Context: an optimization exercise on an open-source flow, tuned for small area, a short achievable clock period and few clock cycles. The choices shown serve that exercise and are no tape-out recipe.
Function was checked by simulation only, so behaviour that the tests miss may differ from the original.
Power and IR drop assume default switching activity.

==> build 97: inputs <==
// matrix_calculator
module matrix_calculator (
    input           clk,
    input           rst_n,
    input           start,
    input  [3:0]    operation_type,
    input  [5:0]    matrix_a_dim,
    input  [5:0]    matrix_b_dim,
    input  [7:0]    scalar_value,
    input  [199:0]  matrix_a_data,
    input  [199:0]  matrix_b_data,
    output reg [399:0] result_data,
    output reg [5:0]   result_dim,
    output reg         done,
    output reg         error
);
Settings: LEC_CHECK=0, CAP_MARGIN=20, CORE_MARGIN=2, CORE_UTILIZATION=40, SETUP_SLACK_MARGIN=5, SLEW_MARGIN=20; clock period 12.0 ns.
run.sh (not shown) runs the stock make flow with config.mk's settings and CLKGATE_MAP_FILE= SYNTH_SCRIPT=/design/flow/synth_recipe.tcl, a recipe that flattens the netlist after the stock synthesis.
==> build 65 (differences from build 97) <==
--- a/flow/design.v
+++ b/flow/design.v
@@ -95,18 +95,18 @@
         ci    <= 3'd0;
         l1    <= 1'b0;
         l2    <= 1'b0;
         done  <= 1'b0;
         error <= 1'b0;
     end else begin
         error <= start & err;
         l1    <= feed & last_sel;
-        l2    <= l1;
-        done  <= l2 | (start & (err | ~op[1]));
+        l2    <= l1 & dot;
+        done  <= l2 | (l1 & ~dot) | (start & (err | ~op[1]));
         if (feed & ~last_sel) begin
             busy <= 1'b1;
             if (dot & ~row_end) begin
                 ci <= ci + 3'd1;
             end else begin
                 ci <= 3'd0;
                 ri <= ri + 3'd1;
             end
@@ -402,21 +402,21 @@
 assign t[20] = ({8{(R == 3'd5 && C == 3'd5)}} & A[4]);
 assign t[21] = ({8{(R == 3'd5 && C == 3'd5)}} & A[9]);
 assign t[22] = ({8{(R == 3'd5 && C == 3'd5)}} & A[14]);
 assign t[23] = ({8{(R == 3'd5 && C == 3'd5)}} & A[19]);
 assign t[24] = ({8{(R == 3'd5 && C == 3'd5)}} & A[24]);
 wire ld_tr  = start & (op[1:0] == 2'd0);
 wire ld_add = start & (op[1:0] == 2'd1);
 always @(posedge clk) begin
-    result_data[0 +: 16] <= ld_tr ? {8'd0, t[0]} : ld_add ? ({8'd0, A[0]} + {8'd0, B[0]}) : dot ? sum : p[0];
-    result_data[16 +: 16] <= ld_tr ? {8'd0, t[1]} : ld_add ? ({8'd0, A[1]} + {8'd0, B[1]}) : dot ? result_data[0 +: 16] : p[1];
-    result_data[32 +: 16] <= ld_tr ? {8'd0, t[2]} : ld_add ? ({8'd0, A[2]} + {8'd0, B[2]}) : dot ? result_data[16 +: 16] : p[2];
-    result_data[48 +: 16] <= ld_tr ? {8'd0, t[3]} : ld_add ? ({8'd0, A[3]} + {8'd0, B[3]}) : dot ? result_data[32 +: 16] : p[3];
-    result_data[64 +: 16] <= ld_tr ? {8'd0, t[4]} : ld_add ? ({8'd0, A[4]} + {8'd0, B[4]}) : dot ? result_data[48 +: 16] : p[4];
+    result_data[0 +: 16] <= ld_tr ? {8'd0, t[0]} : ld_add ? ({8'd0, A[0]} + {8'd0, B[0]}) : dot ? sum : (x[0] * y[0]);
+    result_data[16 +: 16] <= ld_tr ? {8'd0, t[1]} : ld_add ? ({8'd0, A[1]} + {8'd0, B[1]}) : dot ? result_data[0 +: 16] : (x[1] * y[1]);
+    result_data[32 +: 16] <= ld_tr ? {8'd0, t[2]} : ld_add ? ({8'd0, A[2]} + {8'd0, B[2]}) : dot ? result_data[16 +: 16] : (x[2] * y[2]);
+    result_data[48 +: 16] <= ld_tr ? {8'd0, t[3]} : ld_add ? ({8'd0, A[3]} + {8'd0, B[3]}) : dot ? result_data[32 +: 16] : (x[3] * y[3]);
+    result_data[64 +: 16] <= ld_tr ? {8'd0, t[4]} : ld_add ? ({8'd0, A[4]} + {8'd0, B[4]}) : dot ? result_data[48 +: 16] : (x[4] * y[4]);
     result_data[80 +: 16] <= ld_tr ? {8'd0, t[5]} : ld_add ? ({8'd0, A[5]} + {8'd0, B[5]}) : dot ? result_data[64 +: 16] : result_data[0 +: 16];
     result_data[96 +: 16] <= ld_tr ? {8'd0, t[6]} : ld_add ? ({8'd0, A[6]} + {8'd0, B[6]}) : dot ? result_data[80 +: 16] : result_data[16 +: 16];
     result_data[112 +: 16] <= ld_tr ? {8'd0, t[7]} : ld_add ? ({8'd0, A[7]} + {8'd0, B[7]}) : dot ? result_data[96 +: 16] : result_data[32 +: 16];
     result_data[128 +: 16] <= ld_tr ? {8'd0, t[8]} : ld_add ? ({8'd0, A[8]} + {8'd0, B[8]}) : dot ? result_data[112 +: 16] : result_data[48 +: 16];
     result_data[144 +: 16] <= ld_tr ? {8'd0, t[9]} : ld_add ? ({8'd0, A[9]} + {8'd0, B[9]}) : dot ? result_data[128 +: 16] : result_data[64 +: 16];
     result_data[160 +: 16] <= ld_tr ? {8'd0, t[10]} : ld_add ? ({8'd0, A[10]} + {8'd0, B[10]}) : dot ? result_data[144 +: 16] : result_data[80 +: 16];
     result_data[176 +: 16] <= ld_tr ? {8'd0, t[11]} : ld_add ? ({8'd0, A[11]} + {8'd0, B[11]}) : dot ? result_data[160 +: 16] : result_data[96 +: 16];
     result_data[192 +: 16] <= ld_tr ? {8'd0, t[12]} : ld_add ? ({8'd0, A[12]} + {8'd0, B[12]}) : dot ? result_data[176 +: 16] : result_data[112 +: 16];
==> flow/flow/run.sh (new file) <==
#!/bin/bash
set -euo pipefail
MARGIN=$(cat flow/margin.txt)
bash standard.sh SETUP_SLACK_MARGIN=$MARGIN finish > make_finish.log 2>&1
==> flow/flow/margin.txt (new file) <==
8.5
==> flow/standard.sh (new file) <==
#!/bin/bash
# synth_recipe.tcl (not shown) runs the flow's synth.tcl, then flattens the netlist and writes it again
# the make line also repeats each setting of config.mk as NAME=value (left out here)
make -C /OpenROAD-flow-scripts/flow DESIGN_CONFIG=/design/flow/config.mk WORK_HOME=/design/flow/orfs CLKGATE_MAP_FILE= SYNTH_SCRIPT=/design/flow/synth_recipe.tcl "${@:-finish}"
==> flow/config.mk (replaced) <==
export PLATFORM = sky130hd
export DESIGN_NAME = matrix_calculator
export DESIGN_NICKNAME = matrix_calculator
export VERILOG_FILES = /design/flow/design.v
export SDC_FILE = /design/flow/constraint.sdc
export NUM_CORES = 4
export LEC_CHECK = 0
export CAP_MARGIN = 20
export CORE_MARGIN = 2
export CORE_UTILIZATION = 40
export PLACE_DENSITY = 0.5
export SLEW_MARGIN = 20
removed: flow/run.sh
==> trial 34 (differences from build 97) <==
--- a/flow/design.v
+++ b/flow/design.v
@@ -95,18 +95,18 @@
         ci    <= 3'd0;
         l1    <= 1'b0;
         l2    <= 1'b0;
         done  <= 1'b0;
         error <= 1'b0;
     end else begin
         error <= start & err;
         l1    <= feed & last_sel;
-        l2    <= l1;
-        done  <= l2 | (start & (err | ~op[1]));
+        l2    <= l1 & dot;
+        done  <= l2 | (l1 & ~dot) | (start & (err | ~op[1]));
         if (feed & ~last_sel) begin
             busy <= 1'b1;
             if (dot & ~row_end) begin
                 ci <= ci + 3'd1;
             end else begin
                 ci <= 3'd0;
                 ri <= ri + 3'd1;
             end
@@ -402,21 +402,21 @@
 assign t[20] = ({8{(R == 3'd5 && C == 3'd5)}} & A[4]);
 assign t[21] = ({8{(R == 3'd5 && C == 3'd5)}} & A[9]);
 assign t[22] = ({8{(R == 3'd5 && C == 3'd5)}} & A[14]);
 assign t[23] = ({8{(R == 3'd5 && C == 3'd5)}} & A[19]);
 assign t[24] = ({8{(R == 3'd5 && C == 3'd5)}} & A[24]);
 wire ld_tr  = start & (op[1:0] == 2'd0);
 wire ld_add = start & (op[1:0] == 2'd1);
 always @(posedge clk) begin
-    result_data[0 +: 16] <= ld_tr ? {8'd0, t[0]} : ld_add ? ({8'd0, A[0]} + {8'd0, B[0]}) : dot ? sum : p[0];
-    result_data[16 +: 16] <= ld_tr ? {8'd0, t[1]} : ld_add ? ({8'd0, A[1]} + {8'd0, B[1]}) : dot ? result_data[0 +: 16] : p[1];
-    result_data[32 +: 16] <= ld_tr ? {8'd0, t[2]} : ld_add ? ({8'd0, A[2]} + {8'd0, B[2]}) : dot ? result_data[16 +: 16] : p[2];
-    result_data[48 +: 16] <= ld_tr ? {8'd0, t[3]} : ld_add ? ({8'd0, A[3]} + {8'd0, B[3]}) : dot ? result_data[32 +: 16] : p[3];
-    result_data[64 +: 16] <= ld_tr ? {8'd0, t[4]} : ld_add ? ({8'd0, A[4]} + {8'd0, B[4]}) : dot ? result_data[48 +: 16] : p[4];
+    result_data[0 +: 16] <= ld_tr ? {8'd0, t[0]} : ld_add ? ({8'd0, A[0]} + {8'd0, B[0]}) : dot ? sum : (x[0] * y[0]);
+    result_data[16 +: 16] <= ld_tr ? {8'd0, t[1]} : ld_add ? ({8'd0, A[1]} + {8'd0, B[1]}) : dot ? result_data[0 +: 16] : (x[1] * y[1]);
+    result_data[32 +: 16] <= ld_tr ? {8'd0, t[2]} : ld_add ? ({8'd0, A[2]} + {8'd0, B[2]}) : dot ? result_data[16 +: 16] : (x[2] * y[2]);
+    result_data[48 +: 16] <= ld_tr ? {8'd0, t[3]} : ld_add ? ({8'd0, A[3]} + {8'd0, B[3]}) : dot ? result_data[32 +: 16] : (x[3] * y[3]);
+    result_data[64 +: 16] <= ld_tr ? {8'd0, t[4]} : ld_add ? ({8'd0, A[4]} + {8'd0, B[4]}) : dot ? result_data[48 +: 16] : (x[4] * y[4]);
     result_data[80 +: 16] <= ld_tr ? {8'd0, t[5]} : ld_add ? ({8'd0, A[5]} + {8'd0, B[5]}) : dot ? result_data[64 +: 16] : result_data[0 +: 16];
     result_data[96 +: 16] <= ld_tr ? {8'd0, t[6]} : ld_add ? ({8'd0, A[6]} + {8'd0, B[6]}) : dot ? result_data[80 +: 16] : result_data[16 +: 16];
     result_data[112 +: 16] <= ld_tr ? {8'd0, t[7]} : ld_add ? ({8'd0, A[7]} + {8'd0, B[7]}) : dot ? result_data[96 +: 16] : result_data[32 +: 16];
     result_data[128 +: 16] <= ld_tr ? {8'd0, t[8]} : ld_add ? ({8'd0, A[8]} + {8'd0, B[8]}) : dot ? result_data[112 +: 16] : result_data[48 +: 16];
     result_data[144 +: 16] <= ld_tr ? {8'd0, t[9]} : ld_add ? ({8'd0, A[9]} + {8'd0, B[9]}) : dot ? result_data[128 +: 16] : result_data[64 +: 16];
     result_data[160 +: 16] <= ld_tr ? {8'd0, t[10]} : ld_add ? ({8'd0, A[10]} + {8'd0, B[10]}) : dot ? result_data[144 +: 16] : result_data[80 +: 16];
     result_data[176 +: 16] <= ld_tr ? {8'd0, t[11]} : ld_add ? ({8'd0, A[11]} + {8'd0, B[11]}) : dot ? result_data[160 +: 16] : result_data[96 +: 16];
     result_data[192 +: 16] <= ld_tr ? {8'd0, t[12]} : ld_add ? ({8'd0, A[12]} + {8'd0, B[12]}) : dot ? result_data[176 +: 16] : result_data[112 +: 16];
==> flow/config.mk (replaced) <==
export PLATFORM = sky130hd
export DESIGN_NAME = matrix_calculator
export DESIGN_NICKNAME = matrix_calculator
export VERILOG_FILES = /design/flow/design.v
export SDC_FILE = /design/flow/constraint.sdc
export NUM_CORES = 4
export LEC_CHECK = 0
export CAP_MARGIN = 20
export CORE_MARGIN = 2
export CORE_UTILIZATION = 40
export PLACE_DENSITY = 0.5
export SETUP_SLACK_MARGIN = 5
export SLEW_MARGIN = 20
==> comparison table <==
metric	trial 34	build 97	build 65
Run status	finished clean	finished clean	stopped before the end
Stage where the flow stopped	-	-	5_1_grt
Placed Cells incl. Taps	9019	8694	9015
Min cycle time layout	6.81 ns	6.61 ns	-
Switching power of the nets	3.00 mW	3.07 mW	-
Number of design rule violations left after detail routing	0	0	-
Post-route met1 wirelength	134000 µm	135000 µm	-
Largest power group	sequential cells	sequential cells	-
Comb power frac	32.5%	33.0%	-
Post-route clock period utilization	56.8%	55.1%	-
Slew @ Worst Pin	1.34 ns	1.39 ns	-
Count of multi-input combinational gates	5209	4973	-
Non-filler instance count after layout	9198	8931	-
Area fraction in compound gates after synthesis	28.4%	28.9%	28.4%
Pins Over Slew Limit	0	0	-
Start point of the critical path	matrix_a_dim[3]	matrix_a_dim[3]	-
Area-dominant class	multi-input combinational cells	multi-input combinational cells	-
Count of plain and timing-repair buffers	1031	987	-
Testbench counts of build 97, summed over its fixed seeds: cycles 16,076.
Testbench counts of build 65, summed over its fixed seeds: cycles 14,862.
Testbench counts of trial 34, summed over its fixed seeds: cycles 14,862.

re-timing with driven ports:
Ports are ideal in the flow. The routed layouts listed here were re-timed in OpenROAD.
Step 1 sets driving cells, clkbuf_16 on the clock port and buf_2 on the other inputs (assumed; they add their load-dependent delay and slew).
Step 2, shift: input delay + t, output delay - t, t = (earliest + latest rising clock arrival at the registers) / 2. This alone moves slack from input paths to output paths.
Three values: ideal, step 1, step 2; two values: the first two.
run | shift t [ns] | setup WS [ns] | hold slack, ns | latest minus earliest clock arrival (ns) | cell pins on the clock port's net
build 97 | 0.813 | 5.393 / 5.456 / 4.643 | 0.357 / 0.357 / 0.357 | 0.047 / 0.048 | 1
trial 34 | 0.817 | 5.187 / 5.247 / 4.430 | 0.450 / 0.450 / 0.450 | 0.103 / 0.103 | 1
After both steps setup and hold are still met in every run listed. The setup slack of trial 34, which loses most, moves by +0.060 ns with the drivers and by -0.757 ns with both steps.
